From an optimization exercise on the open Yosys and OpenROAD flow, aimed at small area; shortcuts taken in it are not production practice.
The RTL was checked by simulation tests, not by an equivalence proof against the original design.
The flow treats the clock pin as an ideal source. Dropping or thinning the clock tree relies on that and would not hold on a real chip.
Power is estimated from default activity; no workload was simulated.

==> inputs of run a <==
==> flow/design.v <==
module Barrel_Shift_Gen
   (input  wire [2:0] amt,
    input  wire [7:0] num,
    output wire [7:0] shifted
    );
   wire [7:0] s1 = amt[0] ? {num[0],   num[7:1]} : num;
   wire [7:0] s2 = amt[1] ? {s1[1:0],  s1[7:2]}  : s1;
   assign shifted = amt[2] ? {s2[3:0], s2[7:4]}  : s2;
endmodule
module counter
   (input            clk,
    input            reset,
    output reg [1:0] sel
    );
   reg [17:0] lo;
   wire       z  = ~|lo[16:0];
   wire       fb = lo[17] ^ lo[10] ^ z;
   wire       wrap = lo[17] & z;    
   always @(posedge clk, posedge reset)
     if (reset) begin
        lo  <= 18'b0;
        sel <= 2'b0;
     end else begin
        lo     <= {lo[16:0], fb};
        sel[0] <= sel[0] ^ wrap;
        sel[1] <= sel[1] ^ (sel[0] & wrap);
     end
endmodule
module debounce
   (
    input  wire clk, reset,
    input  wire sw,
    output wire db_tick
   );
   reg        L, W;
   reg [13:0] p;
   wire d    = sw ^ L;           
   wire term = &p;
   wire fire = W & d & term;
   always @(posedge clk, posedge reset)
     if (reset) begin
        L <= 1'b0;
        W <= 1'b0;
     end else begin
        L <= L ^ fire;
        W <= d & ~(W & term);
     end
   wire fb = p[0] ^ p[1] ^ p[11] ^ p[13];
   always @(posedge clk)
     p <= W ? {~p[12:0], fb} : 14'b0;
   assign db_tick = fire & ~L;
endmodule
module sseg_driver(
    input [3:0] num,
    output reg [0:6] sseg,
    output dp
    );
    assign dp = 1;
    always@* begin
        case(num)
        0:       sseg = 7'b0000001;
        1:       sseg = 7'b1001111;
        2:       sseg = 7'b0010010;
        3:       sseg = 7'b0000110;
        4:       sseg = 7'b1001100;
        5:       sseg = 7'b0100100;
        6:       sseg = 7'b0000010;
        7:       sseg = 7'b0001111;
        8:       sseg = 7'b0000000;
        9:       sseg = 7'b0001100;
        10:      sseg = 7'b0001000;
        11:      sseg = 7'b1100000;
        12:      sseg = 7'b0110001;
        13:      sseg = 7'b1000010;
        14:      sseg = 7'b0110000;
        default: sseg = 7'b0111000;
        endcase
    end
endmodule
module pass_through
  (input [7:0]      sw,
   input            mclk,
   input            reset,
   input [2:0]      btn,
   output [7:0]     led,
   output [0:6]     seg,
   output           dp,
   output [3:0]     an
   );
   reg  [7:0] shift_reg, result_reg;
   reg        start;
   wire       t0, t1, t2;
   wire [1:0] sel;
   wire [7:0] rotated;
   assign led = shift_reg;
   debounce btn_0_db (.clk(mclk), .reset(reset), .sw(btn[0]), .db_tick(t0));
   debounce btn_1_db (.clk(mclk), .reset(reset), .sw(btn[1]), .db_tick(t1));
   debounce btn_2_db (.clk(mclk), .reset(reset), .sw(btn[2]), .db_tick(t2));
   counter my_timer (.clk(mclk), .reset(reset), .sel(sel));
   wire [2:0] amt = t1 ? (3'd0 - sw[2:0]) : sw[2:0];
   Barrel_Shift_Gen rotator (.amt(amt), .num(result_reg), .shifted(rotated));
   wire none  = ~(t0 | t1 | t2);
   wire load  = t2 & ~t1 & ~t0;
   wire rot   = (t1 ^ t0) & ~t2;
   always @(posedge mclk, posedge reset)
     if (reset) begin
        start      <= 1'b0;
        result_reg <= 8'h00;
        shift_reg  <= 8'h00;
     end else begin
        if (load)
          result_reg <= sw;
        else if (none & start)
          result_reg <= shift_reg;
        if (rot)
          shift_reg <= rotated;
        if (load | rot)
          start <= rot;
     end
   wire [7:0] digits = sel[1] ? result_reg : sw;
   wire [3:0] value  = sel[0] ? digits[7:4] : digits[3:0];
   assign an = ~(4'b0001 << sel);
   sseg_driver my_sseg_conv (.num(value), .sseg(seg), .dp(dp));
endmodule
==> flow/flow/run.sh <==
#!/bin/bash
# Standard layout with three changes: synthesis maps with an area-oriented
# ABC script (without the half-adder extraction), the port buffers are
# buf_1, and the clock tree is one buffer driving all registers.
set -euo pipefail
W=$(pwd)
export FLOW_ABC_SCRIPT=$W/flow/area.abc
export FLOW_CLKBUF=${FLOW_CLKBUF:-sky130_fd_sc_hd__clkbuf_16}
export FLOW_CLK_K=${FLOW_CLK_K:-3}
bash standard.sh \
  SYNTH_SCRIPT=$W/flow/synth_area.tcl ADDER_MAP_FILE= \
  "BUFFER_PORTS_ARGS=-buffer_cell sky130_fd_sc_hd__buf_1" \
  PRE_CTS_TCL=$W/flow/cts_single.tcl \
  finish > $W/flow.log 2>&1
==> flow/flow/area.abc <==
strash
balance
rewrite
refactor
balance
rewrite
rewrite -z
balance
refactor -z
rewrite -z
balance
dch
amap
topo
==> flow/flow/cts_single.tcl <==
rename clock_tree_synthesis orig_clock_tree_synthesis
proc clock_tree_synthesis {args} {
  set db [ord::get_db]
  set block [ord::get_db_block]
  set clk_net [$block findNet mclk]
  set master [$db findMaster $::env(FLOW_CLKBUF)]
  set k $::env(FLOW_CLK_K)
  set sinks {}
  foreach it [$clk_net getITerms] {
    set bb [[$it getInst] getBBox]
    lappend sinks [list $it [expr {([$bb xMin] + [$bb xMax]) / 2.0}] \
                       [expr {([$bb yMin] + [$bb yMax]) / 2.0}]]
  }
  set n [llength $sinks]
  # initial centres: sinks spread along x
  set sorted [lsort -real -index 1 $sinks]
  set cx {}; set cy {}
  for {set j 0} {$j < $k} {incr j} {
    set s [lindex $sorted [expr {int(($j + 0.5) * $n / $k)}]]
    lappend cx [lindex $s 1]; lappend cy [lindex $s 2]
  }
  for {set iter 0} {$iter < 50} {incr iter} {
    set assign {}
    foreach s $sinks {
      set best 0; set bd 1e30
      for {set j 0} {$j < $k} {incr j} {
        set d [expr {abs([lindex $s 1] - [lindex $cx $j]) + abs([lindex $s 2] - [lindex $cy $j])}]
        if {$d < $bd} { set bd $d; set best $j }
      }
      lappend assign $best
    }
    set nx {}; set ny {}
    for {set j 0} {$j < $k} {incr j} {
      set sx 0; set sy 0; set c 0
      foreach s $sinks a $assign {
        if {$a == $j} { set sx [expr {$sx + [lindex $s 1]}]; set sy [expr {$sy + [lindex $s 2]}]; incr c }
      }
      if {$c > 0} { lappend nx [expr {$sx / $c}]; lappend ny [expr {$sy / $c}] } else { lappend nx [lindex $cx $j]; lappend ny [lindex $cy $j] }
    }
    set cx $nx; set cy $ny
  }
  for {set j 0} {$j < $k} {incr j} {
    set inst [odb::dbInst_create $block $master clkbuf_leaf_$j]
    set leaf [odb::dbNet_create $block clknet_leaf_$j]
    $leaf setSigType CLOCK
    set c 0
    foreach s $sinks a $assign {
      if {$a == $j} {
        set it [lindex $s 0]
        $it disconnect
        $it connect $leaf
        incr c
      }
    }
    [$inst findITerm A] connect $clk_net
    [$inst findITerm X] connect $leaf
    $inst setLocation [expr {int([lindex $cx $j])}] [expr {int([lindex $cy $j])}]
    $inst setPlacementStatus PLACED
    puts "cts: clkbuf_leaf_$j ($::env(FLOW_CLKBUF)) drives $c registers"
  }
}
==> flow/flow/synth_area.tcl <==
# synth_recipe.tcl with one change: ABC maps for area with flow/area.abc.
proc synth {args} { yosys synth -nofsm -noshare {*}$args }
proc abc {args} {
  set i [lsearch -exact $args -script]
  if { $i >= 0 } { lset args [expr {$i + 1}] $::env(FLOW_ABC_SCRIPT) }
  yosys abc {*}$args
}
source $::env(SCRIPTS_DIR)/synth.tcl
# left out here: clear keep_hierarchy, flatten, clean up, hide names made inside functions, write 1_2_yosys.v
==> flow/standard.sh <==
#!/bin/bash
# synth_recipe.tcl (not shown) runs the flow's synth.tcl, then flattens the netlist and writes it again
# the make line also repeats each setting of config.mk as NAME=value (left out here)
make -C /OpenROAD-flow-scripts/flow DESIGN_CONFIG=/design/flow/config.mk WORK_HOME=/design/flow/orfs CLKGATE_MAP_FILE= SYNTH_SCRIPT=/design/flow/synth_recipe.tcl "${@:-finish}"
==> flow/config.mk <==
export PLATFORM = sky130hd
export DESIGN_NAME = pass_through
export DESIGN_NICKNAME = pass_through
export VERILOG_FILES = /design/flow/design.v
export SDC_FILE = /design/flow/constraint.sdc
export NUM_CORES = 4
export LEC_CHECK = 0
export CAP_MARGIN = 20
export CORE_MARGIN = 2
export CORE_UTILIZATION = 40
export SLEW_MARGIN = 20
==> flow/constraint.sdc <==
create_clock -name core_clock -period 10.0 [get_ports {mclk}]
set_input_delay 2.0000 -clock core_clock [delete_from_list [all_inputs] [get_ports {mclk}]]
set_output_delay 2.0000 -clock core_clock [all_outputs]
set_load 0.01 [all_outputs]
==> run b (differences from run a) <==
==> flow/run.sh (new file) <==
#!/bin/bash
# synth_recipe.tcl (not shown) runs the flow's synth.tcl, then flattens the netlist and writes it again
# the make line also repeats each setting of config.mk as NAME=value (left out here)
make -C /OpenROAD-flow-scripts/flow DESIGN_CONFIG=/design/flow/config.mk WORK_HOME=/design/flow/orfs CLKGATE_MAP_FILE= SYNTH_SCRIPT=/design/flow/synth_recipe.tcl finish
removed: flow/flow/run.sh
removed: flow/flow/area.abc
removed: flow/flow/cts_single.tcl
removed: flow/flow/synth_area.tcl
removed: flow/standard.sh
==> qor summary <==
Share of synthesized area spent on multiplexers: run b 11.5%; run a 0%
Final setup slack of the worst path: run b 3.43 ns; run a 4.32 ns
Post-Syn Area: run b 3600 um2; run a 3120 um2
Synthesized area divided by synthesized cell count: run b 11.3 um2; run a 9.58 um2
Reg2Reg Capture Point: run b shift_reg[1]; run a result_reg[0]
Top cell type's share of synthesized area: run b 29.9%; run a 34.5%
Power dissipated in combinational cells: run b 0.0660 mW; run a 0.0620 mW
Initial core utilization: run b 41.2%; run a 40.8%
Net switching power: run b 0.173 mW; run a 0.138 mW
Met1 demand-to-capacity share in global routing: run b 19.2%; run a 21.0%
Proportion of total power due to net switching: run b 25.7%; run a 23.7%
Core ar.: run b 8720 um2; run a 7650 um2
Status: run b finished clean; run a finished clean
Wire length of the first global-routing pass: run b 11.1 mm; run a 10.0 mm
In run a the design's own scripts or RTL, not TritonCTS, make the clock network.

========
==> trial 40 <==
Starts from the design.v that is shown in full above.
Settings: LEC_CHECK=0, CAP_MARGIN=20, CORE_MARGIN=2, CORE_UTILIZATION=40, SLEW_MARGIN=20; clock period 10.0 ns.
standard.sh (not shown) runs the stock make flow with config.mk's settings and CLKGATE_MAP_FILE= SYNTH_SCRIPT=/design/flow/synth_recipe.tcl, a recipe that flattens the netlist after the stock synthesis.
==> flow/flow/run.sh <==
#!/bin/bash
set -euo pipefail
W=$(pwd)
export FLOW_ABC_SCRIPT=$W/flow/area.abc
bash standard.sh \
  SYNTH_SCRIPT=$W/flow/synth_area.tcl ADDER_MAP_FILE= \
  "BUFFER_PORTS_ARGS=-buffer_cell sky130_fd_sc_hd__buf_1" \
  "CTS_ARGS=-sink_clustering_enable -repair_clock_nets -dont_use_dummy_load -sink_clustering_size 50 -sink_clustering_max_diameter 200 -buf_list sky130_fd_sc_hd__clkbuf_8" \
  finish > $W/flow.log 2>&1
==> flow/flow/area.abc <==
strash
balance
rewrite
refactor
balance
rewrite
rewrite -z
balance
refactor -z
rewrite -z
balance
dch
amap
topo
==> flow/flow/synth_area.tcl <==
# synth_recipe.tcl with one change: ABC maps for area with flow/area.abc.
proc synth {args} { yosys synth -nofsm -noshare {*}$args }
proc abc {args} {
  set i [lsearch -exact $args -script]
  if { $i >= 0 } { lset args [expr {$i + 1}] $::env(FLOW_ABC_SCRIPT) }
  yosys abc {*}$args
}
source $::env(SCRIPTS_DIR)/synth.tcl
# left out here: clear keep_hierarchy, flatten, clean up, hide names made inside functions, write 1_2_yosys.v
==> trial 62: changes against trial 40 <==
==> flow/flow/run.sh (replaced) <==
#!/bin/bash
# Standard layout with three changes: synthesis maps with an area-oriented
# ABC script (without the half-adder extraction), the port buffers are
# buf_1, and the clock tree is one buffer driving all registers.
set -euo pipefail
W=$(pwd)
export FLOW_ABC_SCRIPT=$W/flow/area.abc
export FLOW_CLKBUF=${FLOW_CLKBUF:-sky130_fd_sc_hd__inv_12}
export FLOW_CLK_K=3
export FLOW_CLK_ROOT=sky130_fd_sc_hd__inv_4
bash standard.sh \
  SYNTH_SCRIPT=$W/flow/synth_area.tcl ADDER_MAP_FILE= \
  "BUFFER_PORTS_ARGS=-buffer_cell sky130_fd_sc_hd__buf_1" \
  PRE_CTS_TCL=$W/flow/cts_single.tcl \
  finish > $W/flow.log 2>&1
==> flow/flow/cts_single.tcl (new file) <==
rename clock_tree_synthesis orig_clock_tree_synthesis
proc clock_tree_synthesis {args} {
  set db [ord::get_db]
  set block [ord::get_db_block]
  set clk_net [$block findNet mclk]
  set master [$db findMaster $::env(FLOW_CLKBUF)]
  set k $::env(FLOW_CLK_K)
  set sinks {}
  foreach it [$clk_net getITerms] {
    set bb [[$it getInst] getBBox]
    lappend sinks [list $it [expr {([$bb xMin] + [$bb xMax]) / 2.0}] \
                       [expr {([$bb yMin] + [$bb yMax]) / 2.0}]]
  }
  set n [llength $sinks]
  # initial centres: sinks spread along x
  set sorted [lsort -real -index 1 $sinks]
  set cx {}; set cy {}
  for {set j 0} {$j < $k} {incr j} {
    set s [lindex $sorted [expr {int(($j + 0.5) * $n / $k)}]]
    lappend cx [lindex $s 1]; lappend cy [lindex $s 2]
  }
  for {set iter 0} {$iter < 50} {incr iter} {
    set assign {}
    foreach s $sinks {
      set best 0; set bd 1e30
      for {set j 0} {$j < $k} {incr j} {
        set d [expr {abs([lindex $s 1] - [lindex $cx $j]) + abs([lindex $s 2] - [lindex $cy $j])}]
        if {$d < $bd} { set bd $d; set best $j }
      }
      lappend assign $best
    }
    set nx {}; set ny {}
    for {set j 0} {$j < $k} {incr j} {
      set sx 0; set sy 0; set c 0
      foreach s $sinks a $assign {
        if {$a == $j} { set sx [expr {$sx + [lindex $s 1]}]; set sy [expr {$sy + [lindex $s 2]}]; incr c }
      }
      if {$c > 0} { lappend nx [expr {$sx / $c}]; lappend ny [expr {$sy / $c}] } else { lappend nx [lindex $cx $j]; lappend ny [lindex $cy $j] }
    }
    set cx $nx; set cy $ny
  }
  # optional root cell between the clock port and the leaves (the leaves are
  # then inverters when the root is one, so every register still sees mclk's
  # rising edge after an even number of inversions)
  set drv_net $clk_net
  if {[info exists ::env(FLOW_CLK_ROOT)] && $::env(FLOW_CLK_ROOT) ne ""} {
    set rinst [odb::dbInst_create $block [$db findMaster $::env(FLOW_CLK_ROOT)] clkbuf_root]
    set drv_net [odb::dbNet_create $block clknet_root]
    $drv_net setSigType CLOCK
    [$rinst findITerm A] connect $clk_net
    [$rinst findITerm Y] connect $drv_net
    set sx 0; set sy 0
    foreach x $cx y $cy { set sx [expr {$sx + $x}]; set sy [expr {$sy + $y}] }
    $rinst setLocation [expr {int($sx / $k)}] [expr {int($sy / $k)}]
    $rinst setPlacementStatus PLACED
  }
  for {set j 0} {$j < $k} {incr j} {
    set inst [odb::dbInst_create $block $master clkbuf_leaf_$j]
    set leaf [odb::dbNet_create $block clknet_leaf_$j]
    $leaf setSigType CLOCK
    set c 0
    foreach s $sinks a $assign {
      if {$a == $j} {
        set it [lindex $s 0]
        $it disconnect
        $it connect $leaf
        incr c
      }
    }
    [$inst findITerm A] connect $drv_net
    set out [$inst findITerm X]
    if {$out eq "NULL" || $out eq ""} { set out [$inst findITerm Y] }
    $out connect $leaf
    $inst setLocation [expr {int([lindex $cx $j])}] [expr {int([lindex $cy $j])}]
    $inst setPlacementStatus PLACED
    puts "cts: clkbuf_leaf_$j ($::env(FLOW_CLKBUF)) drives $c registers"
  }
}
==> trial 88: changes against trial 40 <==
--- a/flow/design.v
+++ b/flow/design.v
@@ -35,7 +35,5 @@
    reg        L, W;
    reg [13:0] p;
-   wire d    = sw ^ L;           
-   wire term = &p;
-   wire fire = W & d & term;
+   wire last = W & (&p);         
    always @(posedge clk, posedge reset)
      if (reset) begin
@@ -43,11 +41,11 @@
         W <= 1'b0;
      end else begin
-        L <= L ^ fire;
-        W <= d & ~(W & term);
+        if (last) L <= sw;
+        W <= ~last & (sw ^ L);
      end
    wire fb = p[0] ^ p[1] ^ p[11] ^ p[13];
    always @(posedge clk)
      p <= W ? {~p[12:0], fb} : 14'b0;
-   assign db_tick = fire & ~L;
+   assign db_tick = last & sw & ~L;
 endmodule
 module sseg_driver(
==> flow/flow/run.sh (replaced) <==
#!/bin/bash
# The standard layout (standard.sh) with four changes:
#  - synthesis (flow/synth_area.tcl) is synth_recipe.tcl with ABC mapping for
#    area (flow/area.abc) and without the half-adder extraction; registers
#    and their names are the standard synthesis's;
#  - the port buffers are buf_1;
#  - the clock tree (flow/cts_single.tcl, run as ORFS's PRE_CTS_TCL hook) is
#    one root inverter driving three inverters, each driving a third of the
#    registers, so every register is two inverters from mclk.
# Each step's full log is in orfs/logs/; make's output is in flow.log.
set -euo pipefail
W=$(pwd)
export FLOW_ABC_SCRIPT=$W/flow/area.abc
export FLOW_CLKBUF=sky130_fd_sc_hd__inv_12
export FLOW_CLK_K=3
export FLOW_CLK_ROOT=sky130_fd_sc_hd__inv_4
bash standard.sh \
  SYNTH_SCRIPT=$W/flow/synth_area.tcl ADDER_MAP_FILE= \
  "BUFFER_PORTS_ARGS=-buffer_cell sky130_fd_sc_hd__buf_1" \
  PRE_CTS_TCL=$W/flow/cts_single.tcl \
  finish > $W/flow.log 2>&1
--- a/flow/flow/area.abc
+++ b/flow/flow/area.abc
@@ -1,2 +1,16 @@
+strash
+balance
+rewrite
+refactor
+balance
+rewrite
+rewrite -z
+balance
+refactor -z
+rewrite -z
+balance
+if -K 4
+mfs2
+strash
 strash
 balance
==> flow/flow/cts_single.tcl (new file) <==
rename clock_tree_synthesis orig_clock_tree_synthesis
proc clock_tree_synthesis {args} {
  set db [ord::get_db]
  set block [ord::get_db_block]
  set clk_net [$block findNet mclk]
  set master [$db findMaster $::env(FLOW_CLKBUF)]
  set k $::env(FLOW_CLK_K)
  set sinks {}
  foreach it [$clk_net getITerms] {
    set bb [[$it getInst] getBBox]
    lappend sinks [list $it [expr {([$bb xMin] + [$bb xMax]) / 2.0}] \
                       [expr {([$bb yMin] + [$bb yMax]) / 2.0}]]
  }
  set n [llength $sinks]
  # initial centres: sinks spread along x
  set sorted [lsort -real -index 1 $sinks]
  set cx {}; set cy {}
  for {set j 0} {$j < $k} {incr j} {
    set s [lindex $sorted [expr {int(($j + 0.5) * $n / $k)}]]
    lappend cx [lindex $s 1]; lappend cy [lindex $s 2]
  }
  for {set iter 0} {$iter < 50} {incr iter} {
    # balanced assignment: nearest free centre first, at most ceil(n/k)
    # registers per group
    set cap [expr {($n + $k - 1) / $k}]
    set pairs {}
    set i 0
    foreach s $sinks {
      for {set j 0} {$j < $k} {incr j} {
        lappend pairs [list [expr {abs([lindex $s 1] - [lindex $cx $j]) + abs([lindex $s 2] - [lindex $cy $j])}] $i $j]
      }
      incr i
    }
    set assign [lrepeat $n -1]
    set used [lrepeat $k 0]
    foreach pr [lsort -real -index 0 $pairs] {
      lassign $pr d i j
      if {[lindex $assign $i] >= 0 || [lindex $used $j] >= $cap} { continue }
      lset assign $i $j
      lset used $j [expr {[lindex $used $j] + 1}]
    }
    set nx {}; set ny {}
    for {set j 0} {$j < $k} {incr j} {
      set sx 0; set sy 0; set c 0
      foreach s $sinks a $assign {
        if {$a == $j} { set sx [expr {$sx + [lindex $s 1]}]; set sy [expr {$sy + [lindex $s 2]}]; incr c }
      }
      if {$c > 0} { lappend nx [expr {$sx / $c}]; lappend ny [expr {$sy / $c}] } else { lappend nx [lindex $cx $j]; lappend ny [lindex $cy $j] }
    }
    set cx $nx; set cy $ny
  }
  # optional root cell between the clock port and the leaves (the leaves are
  # then inverters when the root is one, so every register still sees mclk's
  # rising edge after an even number of inversions)
  set drv_net $clk_net
  if {[info exists ::env(FLOW_CLK_ROOT)] && $::env(FLOW_CLK_ROOT) ne ""} {
    set rinst [odb::dbInst_create $block [$db findMaster $::env(FLOW_CLK_ROOT)] clkbuf_root]
    set drv_net [odb::dbNet_create $block clknet_root]
    $drv_net setSigType CLOCK
    [$rinst findITerm A] connect $clk_net
    [$rinst findITerm Y] connect $drv_net
    set sx 0; set sy 0
    foreach x $cx y $cy { set sx [expr {$sx + $x}]; set sy [expr {$sy + $y}] }
    $rinst setLocation [expr {int($sx / $k)}] [expr {int($sy / $k)}]
    $rinst setPlacementStatus PLACED
  }
  for {set j 0} {$j < $k} {incr j} {
    set inst [odb::dbInst_create $block $master clkbuf_leaf_$j]
    set leaf [odb::dbNet_create $block clknet_leaf_$j]
    $leaf setSigType CLOCK
    set c 0
    foreach s $sinks a $assign {
      if {$a == $j} {
        set it [lindex $s 0]
        $it disconnect
        $it connect $leaf
        incr c
      }
    }
    [$inst findITerm A] connect $drv_net
    set out [$inst findITerm X]
    if {$out eq "NULL" || $out eq ""} { set out [$inst findITerm Y] }
    $out connect $leaf
    $inst setLocation [expr {int([lindex $cx $j])}] [expr {int([lindex $cy $j])}]
    $inst setPlacementStatus PLACED
    puts "cts: clkbuf_leaf_$j ($::env(FLOW_CLKBUF)) drives $c registers"
  }
}
==> build 5: changes against trial 40 <==
==> flow/run.sh (new file) <==
#!/bin/bash
# synth_recipe.tcl (not shown) runs the flow's synth.tcl, then flattens the netlist and writes it again
# the make line also repeats each setting of config.mk as NAME=value (left out here)
make -C /OpenROAD-flow-scripts/flow DESIGN_CONFIG=/design/flow/config.mk WORK_HOME=/design/flow/orfs CLKGATE_MAP_FILE= SYNTH_SCRIPT=/design/flow/synth_recipe.tcl finish
--- a/flow/config.mk
+++ b/flow/config.mk
@@ -6,4 +6,5 @@
 export NUM_CORES = 4
 export LEC_CHECK = 0
+export ABC_AREA = 1
 export CAP_MARGIN = 20
 export CORE_MARGIN = 2
removed: flow/flow/run.sh
removed: flow/flow/area.abc
removed: flow/flow/synth_area.tcl
removed: flow/standard.sh
==> flow_metrics.tcl <==
set metrics [dict create \
    status "finished clean" \
    ys_seq_area_frac 0.6190 \
    fin_cells 458 \
    synth_fa_ha_area_frac 0 \
    place.gp.congestion 0.9021 \
    synth_cell_types 23 \
]
That was trial 88.
==> flow_metrics.tcl <==
set metrics [dict create \
    fin_cells 463 \
    status "finished clean" \
    synth_fa_ha_area_frac 0 \
    synth_seq_cells 85 \
    pg_seq_mw 0.385 \
    synth_cell_types 28 \
    ys_seq_area_frac 0.6140 \
    place.gp.congestion 0.9236 \
]
That was trial 62.
==> flow_metrics.tcl <==
set metrics [dict create \
    synth_fa_ha_area_frac 0.04673 \
    status "finished clean" \
    place.gp.congestion 0.8844 \
    fin_cells 622 \
]
That was build 5.
==> flow_metrics.tcl <==
set metrics [dict create \
    status "finished clean" \
    ys_seq_area_frac 0.6140 \
    synth_fa_ha_area_frac 0 \
    nClkBuffers 9 \
    die_y_um 92.34 \
    ir_drop_mv 0.09314 \
    synthSimpleGateAreaFrac 0.1820 \
    synth_cell_types 28 \
    place.gp.congestion 0.9236 \
]
That was trial 40.
In trial 62 and trial 88 the design's own scripts or RTL, not TritonCTS, make the clock network.

==> separate check: timing with driven ports <==
No port has a modelled driver above. Below, the same layouts with a new extraction and two added sets of constraints.
Step 1 assumes that a clkbuf_16 drives the clock port and a buf_2 every other input.
Step 2 moves the port delays by t, midway between the first and last clock arrival at a register: inputs arrive t later, outputs are due t later. That takes back most of the time a late clock gives input paths.
a / b / c = ideal / step 1 / step 2; a / b = the first two.
run	shift t [ns]	setup slack, ns	hold slack, ns	worst setup path at the end
run a	0.220	4.315 / 4.292 / 4.292	0.379 / 0.379 / 0.379	input to output
run b	0.377	3.435 / 3.402 / 3.402	0.384 / 0.384 / 0.384	input to output
trial 40	0.361	4.307 / 4.284 / 4.284	0.368 / 0.368 / 0.368	input to output
trial 62	0.244	4.316 / 4.293 / 4.293	0.379 / 0.379 / 0.379	input to output
trial 88	0.247	3.995 / 3.970 / 3.970	0.376 / 0.376 / 0.376	input to output
build 5	0.377	3.896 / 3.869 / 3.869	0.382 / 0.382 / 0.382	input to output
After both steps every run listed still meets setup and hold. For run b, which loses most, drivers alone change the setup slack by -0.033 ns; drivers and shift together by -0.033 ns.
